Source: an optimization exercise on an open RTL-to-GDS flow (aim: small area, a short achievable clock period and few clock cycles per item). Production flows keep margins and buffers that such runs may drop.

==> maple <==
// FFT
module FFT(clk, rst_n, in_valid, din_r, din_i, out_valid, dout_r, dout_i);
export LEC_CHECK = 0
export CAP_MARGIN = 20
export CORE_MARGIN = 2
export CORE_UTILIZATION = 40
export PLACE_DENSITY = 0.6
export SLEW_MARGIN = 20
create_clock -name core_clock -period 12.0 [get_ports {clk}]
standard.sh (not shown) runs the stock make flow with config.mk's settings and CLKGATE_MAP_FILE= SYNTH_SCRIPT=/design/flow/synth_recipe.tcl, a recipe that flattens the netlist after the stock synthesis.
==> flow/flow/run.sh <==
#!/bin/bash
set -euo pipefail
export SETUP_SLACK_MARGIN=8
bash standard.sh finish > flow_make.log 2>&1
==> amber (differences from maple) <==
--- a/flow/design.v
+++ b/flow/design.v
@@ -607,39 +607,43 @@
 wire [15:0] uas175 = uas173 ^ uac174 ^ fbc148;
 wire [15:0] uac176 = {((uas173) & (uac174) | (uas173) & (fbc148) | (uac174) & (fbc148)), 1'b0};
 wire [15:0] ubs177 = fbs147 ^ fbc148 ^ ~fas139;
 wire [15:0] ubc178 = {((fbs147) & (fbc148) | (fbs147) & (~fas139) | (fbc148) & (~fas139)), 1'b0};
 wire [15:0] ubs179 = ubs177 ^ ubc178 ^ ~fac140;
 wire [15:0] ubc180 = {((ubs177) & (ubc178) | (ubs177) & (~fac140) | (ubc178) & (~fac140)), 1'b0};
-wire [15:0] ucs181 = fds163 ^ fdc164 ^ ~fcs155;
-wire [15:0] ucc182 = {((fds163) & (fdc164) | (fds163) & (~fcs155) | (fdc164) & (~fcs155)), 1'b0};
-wire [15:0] ucs183 = ucs181 ^ ucc182 ^ ~fcc156;
-wire [15:0] ucc184 = {((ucs181) & (ucc182) | (ucs181) & (~fcc156) | (ucc182) & (~fcc156)), 1'b0};
-wire [15:0] uds185 = fes171 ^ fec172 ^ ~fds163;
-wire [15:0] udc186 = {((fes171) & (fec172) | (fes171) & (~fds163) | (fec172) & (~fds163)), 1'b0};
-wire [15:0] uds187 = uds185 ^ udc186 ^ ~fdc164;
-wire [15:0] udc188 = {((uds185) & (udc186) | (uds185) & (~fdc164) | (udc186) & (~fdc164)), 1'b0};
+wire [15:0] ubs181 = ubs179 ^ ubc180 ^ 16'd2;
+wire [15:0] ubc182 = {((ubs179) & (ubc180) | (ubs179) & (16'd2) | (ubc180) & (16'd2)), 1'b0};
+wire [15:0] ucs183 = fds163 ^ fdc164 ^ ~fcs155;
+wire [15:0] ucc184 = {((fds163) & (fdc164) | (fds163) & (~fcs155) | (fdc164) & (~fcs155)), 1'b0};
+wire [15:0] ucs185 = ucs183 ^ ucc184 ^ ~fcc156;
+wire [15:0] ucc186 = {((ucs183) & (ucc184) | (ucs183) & (~fcc156) | (ucc184) & (~fcc156)), 1'b0};
+wire [15:0] ucs187 = ucs185 ^ ucc186 ^ 16'd2;
+wire [15:0] ucc188 = {((ucs185) & (ucc186) | (ucs185) & (16'd2) | (ucc186) & (16'd2)), 1'b0};
+wire [15:0] uds189 = fes171 ^ fec172 ^ ~fds163;
+wire [15:0] udc190 = {((fes171) & (fec172) | (fes171) & (~fds163) | (fec172) & (~fds163)), 1'b0};
+wire [15:0] uds191 = uds189 ^ udc190 ^ ~fdc164;
+wire [15:0] udc192 = {((uds189) & (udc190) | (uds189) & (~fdc164) | (udc190) & (~fdc164)), 1'b0};
+wire [15:0] uds193 = uds191 ^ udc192 ^ 16'd2;
+wire [15:0] udc194 = {((uds191) & (udc192) | (uds191) & (16'd2) | (udc192) & (16'd2)), 1'b0};
 wire [15:0] U1rs = d2 ? uas175 : E1r; wire [15:0] U1rc = d2 ? uac176 : 16'd0;
-wire [15:0] U1is = d2 ? ubs179 : E1i; wire [15:0] U1ic = d2 ? ubc180 : 16'd0;
-wire [15:0] U3rs = d2 ? ucs183 : E3r; wire [15:0] U3rc = d2 ? ucc184 : 16'd0;
-wire [15:0] U3is = d2 ? uds187 : E3i; wire [15:0] U3ic = d2 ? udc188 : 16'd0;
+wire [15:0] U1is = d2 ? ubs181 : E1i; wire [15:0] U1ic = d2 ? ubc182 : 16'd0;
+wire [15:0] U3rs = d2 ? ucs187 : E3r; wire [15:0] U3rc = d2 ? ucc188 : 16'd0;
+wire [15:0] U3is = d2 ? uds193 : E3i; wire [15:0] U3ic = d2 ? udc194 : 16'd0;
     reg [15:0] Ars, Arc, Brs, Brc, Ais, Aic, Bis, Bic;
     reg [15:0] Y0r, Y0i;
     reg e3, e4;
-    reg [2:0] KYr, KYi;
     always @(posedge clk) begin
       Ars <= d3 ? U1is : U1rs; Arc <= d3 ? U1ic : U1rc;
       Brs <= d3 ? ~U3is : U3rs; Brc <= d3 ? ~U3ic : U3rc;
       Ais <= d3b ? U3rs : U1is; Aic <= d3b ? U3rc : U1ic;
       Bis <= d3b ? ~U1rs : U3is; Bic <= d3b ? ~U1rc : U3ic;
       Y0r <= addsub(U0r, U2r, d3); Y0i <= addsub(U0i, U2i, d3b);
       e3 <= d3; e4 <= d4;
-      KYr <= d3 ? 3'd2 : (d2 ? 3'd2 : 3'd0); KYi <= d3b ? (d2 ? 3'd4 : 3'd2) : (d2 ? 3'd4 : 3'd0);
     end
-    wire [15:0] y1r = Ars + Arc + Brs + Brc + {13'd0, KYr};
-    wire [15:0] y1i = Ais + Aic + Bis + Bic + {13'd0, KYi};
+    wire [15:0] y1r = Ars + Arc + Brs + Brc + {14'd0, e3, 1'b0};
+    wire [15:0] y1i = Ais + Aic + Bis + Bic + {14'd0, e3, 1'b0};
     reg [15:0] Y0dr, Y0di, Y1r, Y1i;
     reg g4;
     always @(posedge clk) begin
       Y0dr <= Y0r; Y0di <= Y0i;
       Y1r <= y1r ^ {16{e4}}; Y1i <= y1i ^ {16{e4}};
       g4 <= e4;
==> sierra (differences from maple) <==
--- a/flow/design.v
+++ b/flow/design.v
@@ -607,39 +607,43 @@
 wire [15:0] uas175 = uas173 ^ uac174 ^ fbc148;
 wire [15:0] uac176 = {((uas173) & (uac174) | (uas173) & (fbc148) | (uac174) & (fbc148)), 1'b0};
 wire [15:0] ubs177 = fbs147 ^ fbc148 ^ ~fas139;
 wire [15:0] ubc178 = {((fbs147) & (fbc148) | (fbs147) & (~fas139) | (fbc148) & (~fas139)), 1'b0};
 wire [15:0] ubs179 = ubs177 ^ ubc178 ^ ~fac140;
 wire [15:0] ubc180 = {((ubs177) & (ubc178) | (ubs177) & (~fac140) | (ubc178) & (~fac140)), 1'b0};
-wire [15:0] ucs181 = fds163 ^ fdc164 ^ ~fcs155;
-wire [15:0] ucc182 = {((fds163) & (fdc164) | (fds163) & (~fcs155) | (fdc164) & (~fcs155)), 1'b0};
-wire [15:0] ucs183 = ucs181 ^ ucc182 ^ ~fcc156;
-wire [15:0] ucc184 = {((ucs181) & (ucc182) | (ucs181) & (~fcc156) | (ucc182) & (~fcc156)), 1'b0};
-wire [15:0] uds185 = fes171 ^ fec172 ^ ~fds163;
-wire [15:0] udc186 = {((fes171) & (fec172) | (fes171) & (~fds163) | (fec172) & (~fds163)), 1'b0};
-wire [15:0] uds187 = uds185 ^ udc186 ^ ~fdc164;
-wire [15:0] udc188 = {((uds185) & (udc186) | (uds185) & (~fdc164) | (udc186) & (~fdc164)), 1'b0};
+wire [15:0] ubs181 = ubs179 ^ ubc180 ^ 16'd2;
+wire [15:0] ubc182 = {((ubs179) & (ubc180) | (ubs179) & (16'd2) | (ubc180) & (16'd2)), 1'b0};
+wire [15:0] ucs183 = fds163 ^ fdc164 ^ ~fcs155;
+wire [15:0] ucc184 = {((fds163) & (fdc164) | (fds163) & (~fcs155) | (fdc164) & (~fcs155)), 1'b0};
+wire [15:0] ucs185 = ucs183 ^ ucc184 ^ ~fcc156;
+wire [15:0] ucc186 = {((ucs183) & (ucc184) | (ucs183) & (~fcc156) | (ucc184) & (~fcc156)), 1'b0};
+wire [15:0] ucs187 = ucs185 ^ ucc186 ^ 16'd2;
+wire [15:0] ucc188 = {((ucs185) & (ucc186) | (ucs185) & (16'd2) | (ucc186) & (16'd2)), 1'b0};
+wire [15:0] uds189 = fes171 ^ fec172 ^ ~fds163;
+wire [15:0] udc190 = {((fes171) & (fec172) | (fes171) & (~fds163) | (fec172) & (~fds163)), 1'b0};
+wire [15:0] uds191 = uds189 ^ udc190 ^ ~fdc164;
+wire [15:0] udc192 = {((uds189) & (udc190) | (uds189) & (~fdc164) | (udc190) & (~fdc164)), 1'b0};
+wire [15:0] uds193 = uds191 ^ udc192 ^ 16'd2;
+wire [15:0] udc194 = {((uds191) & (udc192) | (uds191) & (16'd2) | (udc192) & (16'd2)), 1'b0};
 wire [15:0] U1rs = d2 ? uas175 : E1r; wire [15:0] U1rc = d2 ? uac176 : 16'd0;
-wire [15:0] U1is = d2 ? ubs179 : E1i; wire [15:0] U1ic = d2 ? ubc180 : 16'd0;
-wire [15:0] U3rs = d2 ? ucs183 : E3r; wire [15:0] U3rc = d2 ? ucc184 : 16'd0;
-wire [15:0] U3is = d2 ? uds187 : E3i; wire [15:0] U3ic = d2 ? udc188 : 16'd0;
+wire [15:0] U1is = d2 ? ubs181 : E1i; wire [15:0] U1ic = d2 ? ubc182 : 16'd0;
+wire [15:0] U3rs = d2 ? ucs187 : E3r; wire [15:0] U3rc = d2 ? ucc188 : 16'd0;
+wire [15:0] U3is = d2 ? uds193 : E3i; wire [15:0] U3ic = d2 ? udc194 : 16'd0;
     reg [15:0] Ars, Arc, Brs, Brc, Ais, Aic, Bis, Bic;
     reg [15:0] Y0r, Y0i;
     reg e3, e4;
-    reg [2:0] KYr, KYi;
     always @(posedge clk) begin
       Ars <= d3 ? U1is : U1rs; Arc <= d3 ? U1ic : U1rc;
       Brs <= d3 ? ~U3is : U3rs; Brc <= d3 ? ~U3ic : U3rc;
       Ais <= d3b ? U3rs : U1is; Aic <= d3b ? U3rc : U1ic;
       Bis <= d3b ? ~U1rs : U3is; Bic <= d3b ? ~U1rc : U3ic;
       Y0r <= addsub(U0r, U2r, d3); Y0i <= addsub(U0i, U2i, d3b);
       e3 <= d3; e4 <= d4;
-      KYr <= d3 ? 3'd2 : (d2 ? 3'd2 : 3'd0); KYi <= d3b ? (d2 ? 3'd4 : 3'd2) : (d2 ? 3'd4 : 3'd0);
     end
-    wire [15:0] y1r = Ars + Arc + Brs + Brc + {13'd0, KYr};
-    wire [15:0] y1i = Ais + Aic + Bis + Bic + {13'd0, KYi};
+    wire [15:0] y1r = Ars + Arc + Brs + Brc + {14'd0, e3, 1'b0};
+    wire [15:0] y1i = Ais + Aic + Bis + Bic + {14'd0, e3, 1'b0};
     reg [15:0] Y0dr, Y0di, Y1r, Y1i;
     reg g4;
     always @(posedge clk) begin
       Y0dr <= Y0r; Y0di <= Y0i;
       Y1r <= y1r ^ {16{e4}}; Y1i <= y1i ^ {16{e4}};
       g4 <= e4;
==> flow/flow/run.sh (replaced) <==
#!/bin/bash
set -euo pipefail
export SETUP_SLACK_MARGIN=9
bash standard.sh finish > flow_make.log 2>&1
==> results.txt <==
Run status: sierra complete, no violations; maple complete, no violations; amber complete, no violations
Initial cell density of the core: sierra 40.2%; maple 40.3%; amber 40.2%
DPL Wire Length: sierra 247000 um; maple 248000 um; amber 254000 um
Final instance count without filler cells: sierra 14.4k; maple 13.6k; amber 13.8k
Detailed router's first-iteration violation count: sierra 6976; maple 7494; amber 6790
Clock latency on the worst-skew pair: sierra 0.87 ns; maple 0.86 ns; amber 0.85 ns
R2R setup slack: sierra 8.01 ns; maple 7.88 ns; amber 7.88 ns
Final worst hold slack: sierra 0.321 ns; maple 0.292 ns; amber 0.323 ns
Non-CTS inverters: sierra 1542; maple 1478; amber 1542
Met3 WL post-DR: sierra 26200 um; maple 24800 um; amber 21600 um
Async S/R FF share, synth: sierra 0.513%; maple 0.510%; amber 0.513%
Core box area: sierra 254000 sq um; maple 252000 sq um; amber 254000 sq um
Hold_sp: sierra r3i[1][3]$_DFF_P_; maple r0r[2][1]$_DFF_P_; amber r1i[3][13]$_DFF_P_
Critical register-to-register path endpoint: sierra Ais[5]$_DFF_P_; maple Y1i[14]$_DFF_P_; amber Ais[6]$_DFF_P_
Sequential cell count: sierra 1756; maple 1763; amber 1756
Met1 track demand over resource in global routing: sierra 34.2%; maple 33.2%; amber 32.2%
Number of stages on the worst setup path: sierra 14; maple 20; amber 15
Arrival time at the worst endpoint: sierra 4.72 ns; maple 4.88 ns; amber 4.83 ns
Footprint of the multi-input gates: sierra 68800 sq um; maple 59800 sq um; amber 60600 sq um
No run of this note included a check of the RTL's function; only the layout flow was run.

==> port drivers added, routing unchanged <==
No port has a modelled driver above. Below, the same layouts with a new extraction and two added sets of constraints. Step 1, drivers: a clkbuf_16 drives clk and a buf_2 each remaining input, both assumed. Step 2 also shifts input and output timing later by t, the mid clock arrival at the registers, as if the neighbouring blocks saw the same clock. Slacks: ideal ports / drivers / drivers and shift; pairs: ideal ports / drivers.
run | t (ns) | setup WS [ns] | hold slack, ns | clock arrival spread, ns | pins driven straight from the clock port
maple | 0.921 | 7.881 / 7.881 / 7.215 | 0.292 / 0.292 / 0.292 | 0.069 / 0.068 | 1
amber | 0.919 | 7.877 / 7.877 / 7.259 | 0.323 / 0.323 / 0.323 | 0.063 / 0.063 | 1
sierra | 0.931 | 8.014 / 8.014 / 7.345 | 0.321 / 0.321 / 0.321 | 0.070 / 0.071 | 1
After both steps every run listed still meets setup and hold. For sierra, which loses most, drivers alone change the setup slack by 0.000 ns; drivers and shift together by -0.669 ns.
